From an optimization exercise on the open Yosys and OpenROAD flow, aimed at small area and a short achievable clock period; shortcuts taken in it are not production practice. Only simulation tests tie the RTL to the original design; equivalence was not proved.

==> job 1498: inputs <==
==> flow/design.v (excerpt) <==
module conv1d (
    input clk,
    input rst_n,
    input w_valid,
    input [47:0] w_in,
    input [15:0] x,
    input [15:0] b,
    output [31:0] y
);
clock: 10.0 ns
lec_check: 0
cap_margin: 20
core_margin: 2
core_utilization: 65
place_density: 0.75
setup_slack_margin: 5
slew_margin: 20
synth_hierarchical: 1
synth_minimum_keep_size: 0
run.sh (not shown) runs the stock make flow with config.mk's settings and CLKGATE_MAP_FILE= SYNTH_SCRIPT=/design/flow/synth_recipe.tcl, a recipe that flattens the netlist after the stock synthesis.
==> job 6003: changes against job 1498 <==
==> flow/flow/run.sh (new file) <==
#!/bin/bash
# Standard layout, with plain buf_1 cells as the port buffers instead of
# the delay buffers that buffer_ports picks by default.
cp standard.sh standard_sh_copy.log
export BUFFER_PORTS_ARGS="-buffer_cell sky130_fd_sc_hd__buf_1"
bash standard.sh > standard.log 2>&1
==> flow/standard.sh (new file) <==
#!/bin/bash
# synth_recipe.tcl (not shown) runs the flow's synth.tcl, then flattens the netlist and writes it again
# the make line also repeats each setting of config.mk as NAME=value (left out here)
make -C /OpenROAD-flow-scripts/flow DESIGN_CONFIG=/design/flow/config.mk WORK_HOME=/design/flow/orfs CLKGATE_MAP_FILE= SYNTH_SCRIPT=/design/flow/synth_recipe.tcl "${@:-finish}"
- CORE_UTILIZATION: 65 -> 40
- PLACE_DENSITY: 0.75 -> default
removed: flow/run.sh
==> comparison table <==
                                                                      job 6003    job 1498
Wirelength, routed                                                    83300 um    86600 um
Worst Min Path Start                                                     a[11]       a[12]
Fill cells                                                                5874        2470
Share of post-route cells with drive strength above 1                    0.189       0.189
Global routing met1 resource utilization                                 0.285       0.422
Post-placement cell count                                                 3238        2905
Worst-path fanout max                                                       12          13
Maximum number of pins on one net before global-route repair                70         101
Routed length on met1                                                 33300 um    29700 um
Num tapcells                                                               864         532
Result of the run                                     timing/DRC/antenna clean  timing/DRC/antenna clean
Fraction of area in registers                                            0.204       0.203
Depth of the worst register-to-register path                                16          14
Effective utilization at floorplan                                       0.406       0.657
Required time reported for the critical path endpoint                 10.51 ns    10.46 ns
Die Span X                                                              263 um      207 um
Rel. slew slack                                                          0.388       0.418
Number of optimization iterations in the first detailed-route pass           8          10

---

==> run P <==
Another version of the RTL of conv1d (not shown whole).
Settings: LEC_CHECK=0, CAP_MARGIN=70, CORE_MARGIN=2, CORE_UTILIZATION=72, CTS_BUF_LIST=sky130_fd_sc_hd__clkbuf_4 sky130_fd_sc_hd__clkbuf_8, PLACE_DENSITY=0.8, SETUP_SLACK_MARGIN=5, SLEW_MARGIN=70, SYNTH_HIERARCHICAL=1, SYNTH_MINIMUM_KEEP_SIZE=0; clock period 10.0 ns.
standard.sh (not shown) runs the stock make flow with config.mk's settings and CLKGATE_MAP_FILE= SYNTH_SCRIPT=/design/flow/synth_recipe.tcl, a recipe that flattens the netlist after the stock synthesis.
==> flow/flow/run.sh <==
#!/bin/bash
# The standard layout (the standard.sh, unchanged), with plain buf_1
# cells as the port buffers instead of the delay buffers that ORFS's
# buffer_ports picks by default.  standard.sh's full output goes to
# standard.log; ORFS writes each step's log under orfs/logs/.
export BUFFER_PORTS_ARGS="-buffer_cell sky130_fd_sc_hd__buf_1"
bash standard.sh > standard.log 2>&1
==> inputs of run X, as changes to run P <==
--- a/flow/config.mk
+++ b/flow/config.mk
@@ -9,5 +9,4 @@
 export CORE_MARGIN = 2
-export CORE_UTILIZATION = 72
-export CTS_BUF_LIST = sky130_fd_sc_hd__clkbuf_4 sky130_fd_sc_hd__clkbuf_8
-export PLACE_DENSITY = 0.8
+export CORE_UTILIZATION = 65
+export PLACE_DENSITY = 0.75
 export SETUP_SLACK_MARGIN = 5
==> qor.yml <==
setup_path:
  rrSetupSlack_ps: 5790
  cp.arrival_ps: 4740
  critPathMaxStageDelay_ps: 490
  cp.required_ps: 10530
finish:
  finalCoreUtilization: 0.798
  seq_share: 0.316
  buf_share: 0.0410
  nFillCells: 2360
  multi_input_area_share: 0.568
  clockNetworkAreaShare: 0.0539
  final.clkbuf_count: 110
outcome:
  status: "finished clean"
grt:
  use_met2: 0.620
  grt_pass1_vias: 22700
place:
  place_area_um2: 31400
min_path:
  holdPathEnd: "a20_25"
routing:
  vias: 20700
[end of results for run P]
==> qor.yml <==
routing:
  first_pass_iters: 6
  vias: 20100
setup_path:
  rrSetupSlack_ps: 5820
  cp.arrival_ps: 4630
  critPathMaxStageDelay_ps: 440
  cp.required_ps: 10450
grt:
  use_met2: 0.548
  grt_pass1_vias: 22000
min_path:
  holdPathEnd: "a21_15"
outcome:
  status: "finished clean"
finish:
  clockNetworkAreaShare: 0.0509
  nFillCells: 3102
  finalCoreUtilization: 0.723
  seq_share: 0.314
place:
  place_area_um2: 31700
[end of results for run X]

---

==> inputs of run a <==
Another version of the RTL of conv1d (not shown whole).
Settings: LEC_CHECK=0, CAP_MARGIN=75, CORE_MARGIN=2, CORE_UTILIZATION=65, CTS_CLUSTER_DIAMETER=100, CTS_CLUSTER_SIZE=30, PLACE_DENSITY=0.75, SETUP_SLACK_MARGIN=5, SLEW_MARGIN=75, SYNTH_HIERARCHICAL=1, SYNTH_MINIMUM_KEEP_SIZE=0; clock period 10.0 ns.
Scripts as last shown in full above: flow/flow/run.sh
==> inputs of run b, as changes to run a <==
--- a/flow/design.v
+++ b/flow/design.v
@@ -1718,11 +1718,11 @@
   wire m2_132 = ((w2n[13] & none[7]) | (w2n[12] & ntwo[7])) ^ nneg[7];
   wire m2_133 = ((w2n[14] & none[7]) | (w2n[13] & ntwo[7])) ^ nneg[7];
   wire m2_134 = ((w2n[15] & none[7]) | (w2n[14] & ntwo[7])) ^ nneg[7];
   wire m2_135 = ~(((w2n[15] & none[7]) | (w2n[15] & ntwo[7])) ^ nneg[7]);
   wire m2_136, m2_137;
-  HA_2_2 u_m2_136 (.a(bc0_12), .b(bc1_12), .cout(m2_137), .sum(m2_136));
+  HA_2_2 u_m2_136 (.a(nneg[6]), .b(bc0_12), .cout(m2_137), .sum(m2_136));
   wire m2_138, m2_139;
   HA_2_2 u_m2_138 (.a(bc0_13), .b(bc1_13), .cout(m2_139), .sum(m2_138));
   wire m2_140, m2_141;
   CSA_3_2 u_m2_140 (.a(bc0_14), .b(bc1_14), .cin(nneg[7]), .cout(m2_141), .sum(m2_140));
   wire m2_142, m2_143;
@@ -1738,23 +1738,23 @@
   wire m2_152, m2_153;
   CSA_3_2 u_m2_152 (.a(bc0_17), .b(bc1_17), .cin(m2_107), .cout(m2_153), .sum(m2_152));
   wire m2_154, m2_155;
   HA_2_2 u_m2_154 (.a(bc0_18), .b(bc1_18), .cout(m2_155), .sum(m2_154));
   wire m2_156, m2_157;
-  HA_2_2 u_m2_156 (.a(bc0_6), .b(bc1_6), .cout(m2_157), .sum(m2_156));
+  HA_2_2 u_m2_156 (.a(nneg[3]), .b(bc0_6), .cout(m2_157), .sum(m2_156));
   wire m2_158, m2_159;
   HA_2_2 u_m2_158 (.a(bc0_7), .b(bc1_7), .cout(m2_159), .sum(m2_158));
   wire m2_160, m2_161;
-  CSA_3_2 u_m2_160 (.a(bc0_8), .b(bc1_8), .cin(nneg[4]), .cout(m2_161), .sum(m2_160));
+  CSA_3_2 u_m2_160 (.a(nneg[4]), .b(bc0_8), .cin(bc1_8), .cout(m2_161), .sum(m2_160));
   wire m2_162, m2_163;
   HA_2_2 u_m2_162 (.a(m2_23), .b(m2_38), .cout(m2_163), .sum(m2_162));
   wire m2_164, m2_165;
   CSA_3_2 u_m2_164 (.a(bc0_9), .b(bc1_9), .cin(m2_24), .cout(m2_165), .sum(m2_164));
   wire m2_166, m2_167;
   HA_2_2 u_m2_166 (.a(m2_39), .b(m2_54), .cout(m2_167), .sum(m2_166));
   wire m2_168, m2_169;
-  CSA_3_2 u_m2_168 (.a(bc0_10), .b(bc1_10), .cin(nneg[5]), .cout(m2_169), .sum(m2_168));
+  CSA_3_2 u_m2_168 (.a(nneg[5]), .b(bc0_10), .cin(bc1_10), .cout(m2_169), .sum(m2_168));
   wire m2_170, m2_171;
   CSA_3_2 u_m2_170 (.a(m2_10), .b(m2_25), .cin(m2_40), .cout(m2_171), .sum(m2_170));
   wire m2_172, m2_173;
   HA_2_2 u_m2_172 (.a(m2_55), .b(m2_70), .cout(m2_173), .sum(m2_172));
   wire m2_174, m2_175;
@@ -1762,11 +1762,11 @@
   wire m2_176, m2_177;
   CSA_3_2 u_m2_176 (.a(m2_26), .b(m2_41), .cin(m2_56), .cout(m2_177), .sum(m2_176));
   wire m2_178, m2_179;
   HA_2_2 u_m2_178 (.a(m2_71), .b(m2_86), .cout(m2_179), .sum(m2_178));
   wire m2_180, m2_181;
-  CSA_3_2 u_m2_180 (.a(m2_136), .b(nneg[6]), .cin(m2_102), .cout(m2_181), .sum(m2_180));
+  CSA_3_2 u_m2_180 (.a(bc1_12), .b(m2_136), .cin(m2_102), .cout(m2_181), .sum(m2_180));
   wire m2_182, m2_183;
   CSA_3_2 u_m2_182 (.a(m2_12), .b(m2_27), .cin(m2_42), .cout(m2_183), .sum(m2_182));
   wire m2_184, m2_185;
   CSA_3_2 u_m2_184 (.a(m2_57), .b(m2_72), .cin(m2_87), .cout(m2_185), .sum(m2_184));
   wire m2_186, m2_187;
@@ -2598,39 +2598,39 @@
       bc0_29 <= m1_464;
       bc1_29 <= m1_463;
       bc0_30 <= m1_466;
       bc1_30 <= m1_465;
       bc0_31 <= m1_467;
-      sc0_0 <= bc0_0;
-      sc1_0 <= bc1_0;
-      sc2_0 <= nneg[0];
+      sc0_0 <= nneg[0];
+      sc1_0 <= bc0_0;
+      sc2_0 <= bc1_0;
       sc3_0 <= m2_0;
       sc0_1 <= bc0_1;
       sc1_1 <= bc1_1;
       sc2_1 <= m2_1;
-      sc0_2 <= bc0_2;
-      sc1_2 <= bc1_2;
-      sc2_2 <= nneg[1];
+      sc0_2 <= nneg[1];
+      sc1_2 <= bc0_2;
+      sc2_2 <= bc1_2;
       sc3_2 <= m2_17;
       sc4_2 <= m2_2;
       sc0_3 <= bc0_3;
       sc1_3 <= bc1_3;
       sc2_3 <= m2_18;
       sc3_3 <= m2_3;
-      sc0_4 <= bc0_4;
-      sc1_4 <= bc1_4;
-      sc2_4 <= nneg[2];
+      sc0_4 <= nneg[2];
+      sc1_4 <= bc0_4;
+      sc2_4 <= bc1_4;
       sc3_4 <= m2_19;
       sc4_4 <= m2_34;
       sc5_4 <= m2_4;
       sc0_5 <= bc0_5;
       sc1_5 <= bc1_5;
       sc2_5 <= m2_20;
       sc3_5 <= m2_35;
       sc4_5 <= m2_5;
-      sc0_6 <= m2_156;
-      sc1_6 <= nneg[3];
+      sc0_6 <= bc1_6;
+      sc1_6 <= m2_156;
       sc2_6 <= m2_21;
       sc3_6 <= m2_36;
       sc4_6 <= m2_51;
       sc5_6 <= m2_6;
       sc0_7 <= m2_157;
- CAP_MARGIN: 75 -> 85
- SLEW_MARGIN: 75 -> 85
==> results.txt <==
Of run a and run b, run a has the higher worst setup slack (gap 0.52 ns).
Of run b and run a, run b has the higher first-iteration DRC count (gap about 8%, measured against run a).
Of run b and run a, run a has the higher sequential share of layout area (gap 3.9 points).
Clock skew: run a is lower than run b (0.0070 ns).
Final area: run b is higher than run a (about 12%).
Between run a and run b, the lower global-route usage is in run a (gap 0.93 points).

[re-timing with driven ports]
The flow's constraints put no driver on any port. The routed layouts listed below were extracted and timed again, unchanged, in two steps.
Step 1 assumes that a clkbuf_16 drives the clock port and a buf_2 every other input.
Step 2, shift: input delay + t, output delay - t, t = (earliest + latest rising clock arrival at the registers) / 2. This alone moves slack from input paths to output paths.
Slacks: no drivers / after step 1 / after step 2; pairs: no drivers / after step 1.
run | t, ns | slack for setup (ns) | clock arrival spread, ns | worst data-port slew with drivers (ns)
job 1498 | 0.637 | 4.955 / 4.955 / 4.955 | 0.022 / 0.021 | 0.06
job 6003 | 0.651 | 5.040 / 5.040 / 5.040 | 0.028 / 0.028 | 0.04
run P | 0.716 | 5.792 / 5.792 / 5.334 | 0.026 / 0.026 | 0.10
run X | 0.647 | 5.819 / 5.819 / 5.348 | 0.035 / 0.035 | 0.08
run a | 0.614 | 6.156 / 6.156 / 5.644 | 0.024 / 0.024 | 0.07
run b | 0.615 | 5.631 / 5.664 / 5.049 | 0.034 / 0.034 | 0.08
After both steps every run listed still meets setup and hold. The setup slack of run b, which loses most, moves by +0.033 ns with the drivers and by -0.582 ns with both steps.
